What follows belongs to an exercise in optimizing a design on an open flow for a short achievable clock period and few clock cycles; a production flow would make more cautious choices.
Only the layout flow was run in this run; the RTL was not checked for function there.
Power and IR drop assume default switching activity.

==> config.mk <==
export PLATFORM = sky130hd
export DESIGN_NAME = MCU
export DESIGN_NICKNAME = MCU
export VERILOG_FILES = /design/flow/design.v
export SDC_FILE = /design/flow/constraint.sdc
export NUM_CORES = 4
export LEC_CHECK = 0
export CAP_MARGIN = 20
export CORE_MARGIN = 2
export CORE_UTILIZATION = 25
export SLEW_MARGIN = 20
==> constraint.sdc <==
create_clock -name core_clock -period 12.0 [get_ports {clk}]
set_input_delay 2.4000 -clock core_clock [delete_from_list [all_inputs] [get_ports {clk}]]
set_output_delay 2.4000 -clock core_clock [all_outputs]
set_load 0.01 [all_outputs]
==> design.v <==
module ALU(
        input [15:0] in1,in2,
        input [2:0] op,
        output reg [15:0] out,
        output [3:0] flags
    );
    wire [16:0] sum = {1'b0, in1} + {1'b0, in2};
    wire [15:0] diff = in1 - in2;
    wire [15:0] t = in1 ^ in2;
    wire [15:0] g = in1 | in2;
    wire [15:0] n = in1 & in2;
    reg c, zf;
    always @(*) begin
        c = 1'b0;
        case (op)
            3'd0: begin out = sum[15:0]; c = sum[16]; zf = (t == {g[14:0], 1'b0}); end
            3'd1: begin out = diff; c = !diff[15]; zf = (t == 16'h0); end
            3'd4: begin out = n; zf = (n == 16'h0); end
            3'd5: begin out = g; zf = (g == 16'h0); end
            default: begin out = t; zf = (t == 16'h0); end
        endcase
    end
    assign flags = {c, zf, out[15], out[15] ^ out[14]};
endmodule
module SHIFT(
        input [15:0] in1, in2,
        input left,
        output [15:0] out,
        output [3:0] flags
    );
    wire big = |in2[15:4];
    wire [15:0] shr = in1 >> in2[3:0];
    wire [15:0] shl = in1 << in2[3:0];
    wire [15:0] hmask = 16'hffff << in2[3:0];    
    wire [15:0] lmask = 16'hffff >> in2[3:0];    
    assign out = big ? 16'h0 : (left ? shl : shr);
    wire zf = big || ((in1 & (left ? lmask : hmask)) == 16'h0);
    assign flags = {1'b0, zf, out[15], out[15] ^ out[14]};
endmodule
module MULROWS(
        input [15:0] in1, in2,
        output [15:0] q0, q1, q2, q3
    );
    function [15:0] fs(input [15:0] a, input [15:0] b, input [15:0] d);
        fs = a ^ b ^ d;
    endfunction
    function [15:0] fc(input [15:0] a, input [15:0] b, input [15:0] d);
        fc = ((a & b) | (a & d) | (b & d)) << 1;
    endfunction
    wire [15:0] r [0:15];
    genvar gi;
    generate
        for (gi = 0; gi < 16; gi = gi + 1) begin : pp
            assign r[gi] = in2[gi] ? (in1 << gi) : 16'h0;
        end
    endgenerate
    wire [15:0] a0 = fs(r[0], r[1], r[2]),    a1 = fc(r[0], r[1], r[2]);
    wire [15:0] a2 = fs(r[3], r[4], r[5]),    a3 = fc(r[3], r[4], r[5]);
    wire [15:0] a4 = fs(r[6], r[7], r[8]),    a5 = fc(r[6], r[7], r[8]);
    wire [15:0] a6 = fs(r[9], r[10], r[11]),  a7 = fc(r[9], r[10], r[11]);
    wire [15:0] a8 = fs(r[12], r[13], r[14]), a9 = fc(r[12], r[13], r[14]);
    wire [15:0] a10 = r[15];
    wire [15:0] b0 = fs(a0, a1, a2), b1 = fc(a0, a1, a2);
    wire [15:0] b2 = fs(a3, a4, a5), b3 = fc(a3, a4, a5);
    wire [15:0] b4 = fs(a6, a7, a8), b5 = fc(a6, a7, a8);
    wire [15:0] b6 = a9, b7 = a10;
    wire [15:0] c0 = fs(b0, b1, b2), c1 = fc(b0, b1, b2);
    wire [15:0] c2 = fs(b3, b4, b5), c3 = fc(b3, b4, b5);
    wire [15:0] c4 = b6, c5 = b7;
    assign q0 = fs(c0, c1, c2);
    assign q1 = fc(c0, c1, c2);
    assign q2 = fs(c3, c4, c5);
    assign q3 = fc(c3, c4, c5);
endmodule
module MULSUM(
        input [15:0] q0, q1, q2, q3,
        output [15:0] out,
        output [3:0] flags
    );
    wire [15:0] d0 = q0 ^ q1 ^ q2;
    wire [15:0] d1 = ((q0 & q1) | (q0 & q2) | (q1 & q2)) << 1;
    wire [15:0] s = d0 ^ d1 ^ q3;
    wire [15:0] c = ((d0 & d1) | (d0 & q3) | (d1 & q3)) << 1;
    assign out = s + c;
    wire [15:0] t = s ^ c;
    wire [15:0] g = s | c;
    assign flags = {1'b0, t == {g[14:0], 1'b0}, out[15], out[15] ^ out[14]};
endmodule
module MCU  (
        input clk,reset,
        input [15:0] data_in,
        input mem_ready,
        output reg [15:0] addr_bus,
        output reg mem_en,write_en,
        output reg [15:0] data_out
    );
    localparam E_RUN = 2'd0;
    localparam E_MUL = 2'd1;
    localparam E_FIX = 2'd2;
    reg [15:0] r[0:7];       
    reg bdat;                
    reg [15:0] nfa;          
    reg issued;
    reg [15:0] ir, pcr;      
    reg irv;
    reg [1:0] es;
    reg ev;
    reg [15:0] ire, pce;
    reg ejd;                 
    reg [15:0] A, B, PZ;     
    reg [15:0] SA, SB;       
    reg [15:0] MA, MB;       
    reg [15:0] q0, q1, q2, q3;
    reg [15:0] waddr;        
    reg [15:0] mtgt;         
    reg [15:0] mnfa1;        
    reg [15:0] mdr;
    reg [2:0] mz;            
    reg m_w, m_rw, m_x1, m_conf, m_dec, m_zpc, m_redir;
    wire bus_free = !mem_en || mem_ready;
    wire [3:0] op = ire[3:0];
    wire [3:0] x = ire[7:4];
    wire [3:0] y = ire[11:8];
    wire [3:0] z = ire[15:12];
    wire [15:0] alu_out, sh_out, mres;
    wire [3:0] alu_flags, sh_flags, mflags;
    ALU alu(.in1(A), .in2(B), .op(op[2:0]), .out(alu_out), .flags(alu_flags));
    SHIFT shift(.in1(SA), .in2(SB), .left(op[2]), .out(sh_out), .flags(sh_flags));
    wire [15:0] q0_n, q1_n, q2_n, q3_n;
    MULROWS mulrows(.in1(MA), .in2(MB), .q0(q0_n), .q1(q1_n), .q2(q2_n), .q3(q3_n));
    MULSUM mulsum(.q0(q0), .q1(q1), .q2(q2), .q3(q3), .out(mres), .flags(mflags));
    wire is_sh = !op[3] && op[1:0] == 2'd3;
    wire is_mul = !op[3] && op[2:0] == 3'd2;
    wire is_alu = !op[3] && !is_sh && !is_mul;
    wire is_jmp = op == 4'd8;
    wire is_load = op == 4'd9;
    wire is_move = op == 4'd10;
    wire is_mem = is_move && (x[0] || x[1]);
    wire zlt7 = z < 4'd7;
    wire [15:0] cz = z[3] ? {13'b0, z[2:0]} : PZ;        
    wire jmp_take = (x & r[6][3:0]) == y;
    wire w_e = !x[0] && !x[1] && zlt7;                   
    wire readc = x[0] && !x[1] && zlt7;                  
    wire inc_now = x[2] && !z[3] && !readc;
    wire dec_conf = readc && x[3] && !y[3] && y[2:0] == z[2:0];
    wire dec_now = x[3] && !y[3] && !dec_conf;
    wire [15:0] binc = B + 16'd1;
    wire [15:0] pzinc = PZ + 16'd1;
    wire [15:0] incval = w_e ? binc : pzinc;
    wire [15:0] decval = B - 16'd1;
    wire dec_pc = dec_now && y[2:0] == 3'd4;
    wire mv_redir = (inc_now && w_e && z[2:0] == 3'd4) || dec_pc;
    wire [15:0] mv_tgt = dec_pc ? decval : incval;
    wire zdst = z[2:0] != 3'd4;
    wire wz_alu = is_alu && zlt7 && zdst;
    wire wz_sh = is_sh && zlt7 && zdst;
    wire wz_ld = is_load && z[2:0] != 3'd7 && zdst;
    wire wz_mv = is_move && (w_e || inc_now) && zdst;
    wire wz_en = wz_alu || wz_sh || wz_ld || wz_mv;
    wire [15:0] ld_v = z[3] ? {x, y, PZ[7:0]} : {PZ[15:8], x, y};
    wire [15:0] mv_v = inc_now ? incval : B;
    wire [15:0] oth_v = is_load ? ld_v : mv_v;       
    wire [15:0] wz_v = wz_alu ? alu_out : wz_sh ? sh_out : oth_v;
    wire wy_en = is_move && dec_now && y[2:0] != 3'd4;
    wire fl_en = is_alu || is_sh;
    wire [3:0] flv = is_sh ? sh_flags : alu_flags;
    wire [15:0] r6f = {r[6][15:4], flv};
    wire e_act = ev && es == E_RUN;                  
    wire e_slow = e_act && fl_en;                    
    wire e_redir = e_act && ((is_jmp && !ejd && jmp_take) || (is_move && !is_mem && mv_redir));
    wire [15:0] e_tgt = is_jmp ? cz : mv_tgt;
    wire d_rd = bdat && !write_en;                   
    wire ld_act = d_rd && m_w;                       
    wire pend_w = d_rd && m_rw;                      
    wire d_last = bdat && (write_en || !m_rw);       
    wire smc = m_x1 && waddr == mnfa1;               
    wire m_block = bdat && (m_conf || m_redir || smc);
    wire m_squash = d_last && (m_conf || m_redir || smc);
    wire [15:0] m_tgt = m_redir ? mtgt : mnfa1;
    wire mul2 = es == E_MUL;
    wire [15:0] fixval = m_dec ? mdr - 16'd1 : mdr + 16'd1;
    wire fix_redir = es == E_FIX && m_zpc;
    wire [3:0] rop = ir[3:0];
    wire [3:0] rx = ir[7:4];
    wire [3:0] ry = ir[11:8];
    wire [3:0] rz = ir[15:12];
    function [15:0] raw(input [2:0] k);
        case (k)
            3'd0: raw = r[0];
            3'd1: raw = r[1];
            3'd2: raw = r[2];
            3'd3: raw = r[3];
            3'd4: raw = pcr;
            3'd5: raw = r[5];
            3'd6: raw = r[6];
            default: raw = r[7];
        endcase
    endfunction
    function [15:0] rdf(input [3:0] f);
        reg [2:0] k;
        reg imm, kr, hy, hz, hf, hm, hmf, hl;
        begin
            k = f[2:0];
            imm = f[3];
            kr = !imm && k != 3'd4;
            hy = kr && e_act && wy_en && k == y[2:0];
            hz = kr && e_act && wz_en && k == z[2:0] && !hy;
            hf = kr && e_act && fl_en && k == 3'd6 && !hy && !hz;
            hm = kr && mul2 && m_w && k == mz;
            hmf = kr && mul2 && k == 3'd6 && !hm;
            hl = kr && ld_act && k == mz && !hy && !hz;
            rdf = ({16{imm}} & {13'b0, k})
                | ({16{hy}} & decval)
                | ({16{hz && wz_alu}} & alu_out)
                | ({16{hz && wz_sh}} & sh_out)
                | ({16{hz && !wz_alu && !wz_sh}} & oth_v)
                | ({16{hf}} & r6f)
                | ({16{hm}} & mres)
                | ({16{hmf}} & {r[6][15:4], mflags})
                | ({16{hl}} & data_in)
                | ({16{!imm && !hy && !hz && !hf && !hm && !hmf && !hl}} & raw(k));
        end
    endfunction
    wire [15:0] A_rr = rdf(rx);
    wire [15:0] B_rr = rdf(ry);
    wire [15:0] PZ_rr = rdf({1'b0, rz[2:0]});
    wire [15:0] cz_rr = rz[3] ? {13'b0, rz[2:0]} : PZ_rr;
    wire r_sh = !rop[3] && rop[1:0] == 2'd3;
    wire r_mul = !rop[3] && rop[2:0] == 3'd2;
    wire r_jmp = rop == 4'd8;
    wire r_mem = rop == 4'd10 && (rx[0] || rx[1]);
    wire r_zlt7 = rz < 4'd7;
    wire r_readc = rx[0] && !rx[1] && r_zlt7;
    wire r_dec_conf = r_readc && rx[3] && !ry[3] && ry[2:0] == rz[2:0];
    wire r_conf = r_readc && (rx[2] || r_dec_conf);
    wire r_dec_pc = rx[3] && !ry[3] && !r_dec_conf && ry[2:0] == 3'd4;
    wire sq_e = e_redir || m_squash || fix_redir;
    wire e_busy = e_act && is_mul;                   
    wire r_adv = irv && !sq_e && !e_busy && !m_block && !(r_mem && pend_w);
    wire jz_hit = !rz[3] && rz[2:0] == z[2:0];
    wire j_fast = !mul2 && !ld_act && !(e_act && (fl_en || (wz_en && (z[2:0] == 3'd6 || (jz_hit && !wz_ld)))
                                                  || (wy_en && (y[2:0] == 3'd6 || (!rz[3] && rz[2:0] == y[2:0])))));
    wire [15:0] j_tgt = rz[3] ? {13'b0, rz[2:0]} : ((e_act && wz_ld && jz_hit) ? ld_v : raw(rz[2:0]));
    wire r_redir = r_adv && r_jmp && j_fast && ((rx & r[6][3:0]) == ry);
    wire redir = sq_e || r_redir;
    wire [15:0] tgt = e_redir ? e_tgt : fix_redir ? fixval : m_squash ? m_tgt : j_tgt;
    wire f_land = mem_en && !bdat && !redir;
    wire k_next = f_land || (irv && !r_adv && !sq_e);   
    wire d_next = pend_w || (r_adv && r_mem);           
    wire f_ok = !d_next && !(k_next && r_adv && r_mul);
    wire [15:0] fa = redir ? tgt : (issued ? nfa + 16'd1 : nfa);
    integer i;
    always @(posedge clk or negedge reset) begin
        if (!reset) begin
            for (i = 0; i < 8; i = i + 1) r[i] <= 16'h0;
            mem_en <= 1'b0;
            write_en <= 1'b0;
            bdat <= 1'b0;
            nfa <= 16'h0;
            issued <= 1'b0;
            irv <= 1'b0;
            ev <= 1'b0;
            es <= E_RUN;
        end else if (bus_free) begin
            if (e_act) begin
                for (i = 0; i < 8; i = i + 1) begin
                    if (wy_en && y[2:0] == i) r[i] <= decval;
                    else if (wz_en && z[2:0] == i) r[i] <= wz_v;
                    else if (fl_en && i == 6) r[i][3:0] <= flv;
                end
                if (is_mul) begin
                    q0 <= q0_n;
                    q1 <= q1_n;
                    q2 <= q2_n;
                    q3 <= q3_n;
                    es <= E_MUL;
                end
            end
            if (mul2) begin
                r[6][3:0] <= mflags;
                if (m_w) r[mz] <= mres;
                es <= E_RUN;
            end
            if (es == E_FIX) begin
                if (!m_zpc) r[mz] <= fixval;
                es <= E_RUN;
            end
            if (ld_act) r[mz] <= data_in;
            if (d_rd) mdr <= data_in;
            if (d_last && m_conf) es <= E_FIX;
            if (r_adv) begin
                ire <= ir;
                pce <= pcr;
                ejd <= r_jmp && j_fast;
                A <= A_rr;
                B <= B_rr;
                PZ <= PZ_rr;
                if (r_sh) begin
                    SA <= A_rr;
                    SB <= B_rr;
                end
                if (r_mul) begin
                    MA <= A_rr;
                    MB <= B_rr;
                    mz <= rz[2:0];
                    m_w <= r_zlt7 && rz[2:0] != 3'd4;
                end
            end
            if (!(e_act && is_mul)) ev <= r_adv;
            if (mem_en && !bdat) begin
                ir <= data_in;
                pcr <= addr_bus;
            end
            irv <= f_land || (irv && !r_adv && !sq_e);
            if (pend_w) begin
                addr_bus <= waddr;
                data_out <= data_in;
                write_en <= 1'b1;
                mem_en <= 1'b1;
                bdat <= 1'b1;
            end else if (r_adv && r_mem) begin
                addr_bus <= rx[0] ? B_rr : cz_rr;
                write_en <= !rx[0];
                data_out <= B_rr;
                waddr <= cz_rr;
                mem_en <= 1'b1;
                bdat <= 1'b1;
                mtgt <= pcr - 16'd1;
                mnfa1 <= pcr + 16'd1;
                mz <= rz[2:0];
                m_w <= r_readc && rz[2:0] != 3'd4;
                m_rw <= rx[0] && rx[1];
                m_x1 <= rx[1];
                m_conf <= r_conf;
                m_dec <= r_dec_conf;
                m_zpc <= r_conf && rz[2:0] == 3'd4;
                m_redir <= r_dec_pc;
            end else if (f_ok) begin
                addr_bus <= fa;
                write_en <= 1'b0;
                mem_en <= 1'b1;
                bdat <= 1'b0;
            end else begin
                write_en <= 1'b0;
                mem_en <= 1'b0;
                bdat <= 1'b0;
            end
            if (!d_next && f_ok) begin
                nfa <= fa;
                issued <= 1'b1;
            end else if (redir) begin
                nfa <= tgt;
                issued <= 1'b0;
            end
        end
    end
endmodule
==> flow/run.sh <==
#!/bin/bash
# Layout flow: the standard flow (standard.sh, unchanged synthesis), with
# timing repair aimed well below the clock period so that the resizer works on
# the paths that set the achieved period. The SDC is the standard flow's, unchanged.
bash standard.sh SETUP_SLACK_MARGIN=8.5 finish > standard.log 2>&1
==> standard.sh <==
#!/bin/bash
# synth_recipe.tcl (not shown) runs the flow's synth.tcl, then flattens the netlist and writes it again
# the make line also repeats each setting of config.mk as NAME=value (left out here)
make -C /OpenROAD-flow-scripts/flow DESIGN_CONFIG=/design/flow/config.mk WORK_HOME=/design/flow/orfs CLKGATE_MAP_FILE= SYNTH_SCRIPT=/design/flow/synth_recipe.tcl "${@:-finish}"
==> results_dict.tcl <==
set metrics [dict create \
    startpoint_type "input pin" \
    path_clk_slew_ns 0.07 \
    final_cell_area_um2 57100 \
    worstSkewPairLatency_ns 0.73 \
    finClkSkew_ns 0.06314 \
    drv_slew 2 \
    antenna_found_initial 28 \
    nets 5496 \
    floorplan.die_area_um2 165600 \
    rsz0062_at_grt "yes" \
    worstPathArrival_ns 4.48 \
    synth-edff-count 300 \
    crit_type "input pin to flop" \
    reg2regPathDepth 17 \
    die_h_um 407.0 \
    register_area_um2 12410 \
    drt-initial-drc-count 8473 \
    die_w_um 407.0 \
    clockBufferDepth 3 \
    gp_congestion 1.066 \
    critPathCaptureType "flop" \
    muxShareOfSynthArea_pct 6.789 \
    cp_num_cells 6 \
    crit_buf_inv 2 \
    synthXorXnorAreaFrac_pct 4.527 \
    dpl_cell_area_um2 44570 \
    p_per_area_nw_per_um2 126.3 \
    synth_fa_ha_area_share_pct 7.896 \
    vias 48887 \
    ctsHoldBuffers 0 \
    status "failed layout checks" \
    post_route_cells_drive_above_1_share_pct 32.59 \
    setup_viol 0 \
    leakagePower_nw 20.82 \
    synthesis.area_um2 40600 \
    multi_input_area_um2 30810 \
    critPathTopFamily "compound AO/OA/AOI/OAI gates" \
    synth_seq_cells 436 \
    max_freq_mhz 249.0 \
    yosys.area.top_type "edfxtp_1" \
    track_usage_pct 32.11 \
    ant_nets 0 \
    cts_tree "built" \
    failed_checks "max-capacitance violations, max-slew violations" \
    grt_max_degree 61 \
    grt_first_pass_wirelength_mm 370.7 \
    async_flop_share_pct 31.19 \
    max_stage_delay_ns 0.53 \
    initial_core_util_pct 25.23 \
    dp_hpwl_mm 189.6 \
    via_per_inst 6.520 \
    whs_path_depth 0 \
    critPathMaxFanout 17 \
    required_ns 12.46 \
    grt_pass1_vias 44109 \
    hold_viol_final 0 \
    max_slew_margin_pct -0.4167 \
    yosys.area_share.simple_pct 18.42 \
    cpMostUsedCell "a222oi_1" \
    totalWireLength_mm 281.5 \
    dr.pass1.iters 8 \
    min_path_type "flop to flop" \
    htreeDepth 2 \
    area.growth.synth_to_final_pct 40.64 \
    synth_top_family_by_area "compound AO/OA/AOI/OAI gates" \
    synth.avg_cell_area_um2 8.536 \
    post-route-util_pct 35.48 \
    total_power_mw 7.212 \
    io_pins 53 \
    synth.area.top_cells "edfxtp_1 (22%), dfrtp_1 (8.4%), fa_1 (4.3%)" \
    ir_worst_vdd_mv 0.1328 \
    num_rows 147 \
    fillers 16311 \
    core_um2 160900 \
    ys_seq_area_share_pct 30.57 \
    syn_nets 4979 \
    postSynthCellCount 4756 \
    fin_crit_ns 4.016 \
    post-route-period-util_pct 33.47 \
    ys_warn_count 4 \
    synth_commonest_cells "nor2_1 (452), nand2_1 (445), a21oi_1 (317)" \
    grt_overflow_total 0 \
    crit_chain "clkdlybuf4s50_1 -> buf_6 -> a222oi_1 -> o2111ai_4 -> a222oi_1 -> nand2_1" \
    synth_top_cell_area_share_pct 22.19 \
    port_buffers 52 \
    wl_per_cell_um 37.54 \
    synthFlopType "edfxtp_1" \
    setup_tns_ns 0 \
    yosysMostFrequentCell "nor2_1" \
    cap_viol_max_count 1 \
    cts_root_buf "clkbuf_16" \
    cts_sinks 436 \
    route.detailed.drc 0 \
    slowest_stage "a222oi_1" \
    synth_compound_area_share_pct 26.21 \
    synth_cell_types 111 \
    cts_buffers 56 \
    worst_slew_pin_slew_ns 1.499 \
]
==> area by class of cell <==
type,count,share of cell area [%]
Multi-Input combinational cell,3741,53.96
Sequential cell,436,21.74
Timing Repair Buffer,833,14.66
Tap cell,2160,4.733
Clock buffer,66,2.590
Inverter,205,1.490
Clock inverter,40,0.7538
Antenna cell,17,0.07450
==> worst reg2reg max path, stage by stage, from the launching register on <==
cell and delay, ns:
edfxtp_1 0.44, buf_12 0.17, a31oi_4 0.25, nand2_8 0.11, o21ai_4 0.18, ha_4 0.21
nand4_1 0.11, buf_6 0.16, nor4_4 0.17, mux2i_2 0.37, a21oi_1 0.12, o21ai_1 0.16
o211ai_1 0.27, a31o_4 0.35, o2111ai_4 0.37, buf_4 0.19, buf_6 0.10, and2_1 0.13
==> report_power, final <==
part | total, mW | leakage [nW] | internal [mW] | switching (mW)
sequential | 2.30 | 4.24 | 1.84 | 0.466
clock | 1.84 | 0.903 | 1.00 | 0.835
combinational | 3.07 | 15.7 | 1.24 | 1.83
total | 7.21 | 20.8 | 4.08 | 3.13
==> metal layers <==
metal  share of wire [%]  routed length [um]  global-route usage (%)  vias up
met5               0.074                 207                       0        -
met4                  10               28780                   25.08       26
met3                  15               41980                   13.09     1383
met2                  39              110700                   44.71     4592
met1                  35               99850                   38.93    23853
li1                    -                   -                       -    19033
==> timing repair <==
action                     4_1_cts  5_1_grt
pin swaps                      188      281
setup endpoints to repair      619      415
gates cloned                    22       10
setup buffers                  323      214
gates resized for setup        835      518
==> state kept, by name (all words and copies together), names as in the netlist, 6 cells and up <==
name,cells
q0,16
MB,16
addr_bus,16
SB,16
pcr,16
ire,16
q2,6
SA,16
PZ,16
r,112
B,16
data_out,16
mnfa1,16
MA,16
nfa,16
waddr,16
ir,16
mdr,16
A,16
q1,11
mtgt,15
==> cells in the final DEF (no fill, tap or decap), types with 34 or more instances in the layout <==
cell type / Yosys / final
nand3_1: 121 / 99
o21ai_0: 283 / 218
xor2_1: 56 / 49
nor2_1: 452 / 391
o21ai_1: 5 / 40
a31oi_1: 72 / 61
a21oi_2: 2 / 38
clkbuf_16: 0 / 63
buf_6: 1 / 159
edfxtp_1: 300 / 300
fa_1: 87 / 83
a22oi_1: 66 / 48
o221ai_1: 62 / 42
a221oi_1: 80 / 46
inv_1: 201 / 168
ha_4: 0 / 34
mux4_2: 49 / 49
dfrtp_1: 136 / 134
mux2_2: 57 / 52
nand2_1: 445 / 410
a21oi_1: 317 / 261
buf_12: 0 / 72
a211oi_1: 75 / 42
nor3_1: 106 / 76
xnor2_1: 152 / 131
and2_1: 137 / 129
ha_1: 117 / 73
o211ai_1: 83 / 83
buf_4: 1 / 519
mux2i_1: 101 / 90
nor2_4: 1 / 36
o22ai_1: 113 / 107
==> worst paths after layout <==
kind / start / endpoint / slack [ns]
min reg2reg: ir[3] / ire[3] / 0.48
max: data_in[12] / addr_bus[12] / 7.98
max reg2reg: ire[15] / waddr[12] / 8.01
min: ir[3] / ire[3] / 0.48
min in group asynchronous: reset / r[1][10] / 1.66
max in group asynchronous: reset / r[5][6] / 9.13
==> kinds of logic (layout without fill, tap and decap cells) <==
group                      count (synthesis)  in the layout
buffers and inverters                    589           1144
adders and majority gates                204            204
xor gates and xnor gates                 209            209
and+or+nand+nor                         1569           1577
other                                      0             17
AOI/OAI and AO/OA                       1542           1544
muxes                                    207            207
DFF                                      436            436
==> metrics by stage <==
stage / hold WS [ns] / instances / worst slack [ns]
CTS: 0.4667 / 7256 / 8.005
finish: 0.4829 / 7498 / 7.984
floorplan: 0.4206 / 4756 / 7.466
global route: 0.4921 / 7481 / 7.924
global placement: 0.4481 / 6805 / 6.466
detailed placement: 0.4575 / 6805 / 6.423

## afterwards: timing with drivers on the ports
The flow's constraints put no driver on any port. The routed layout listed below was extracted and timed again, unchanged, in two steps.
Step 1 assumes that a clkbuf_16 drives the clock port and a buf_2 every other input.
Step 2 also shifts input and output timing later by t, the mid clock arrival at the registers, as if the neighbouring blocks saw the same clock.
Three values: ideal ports, drivers, drivers and shift; two values: the first two.
t, ns: 0.780
setup slack, ns: 7.984 / 7.924 / 7.261
hold WS [ns]: 0.483 / 0.483 / 0.483
worst data-port slew with drivers (ns): 0.05
pins driven straight from the clock port: 1
For this run, drivers alone change the setup slack by -0.060 ns; drivers and shift together by -0.723 ns.
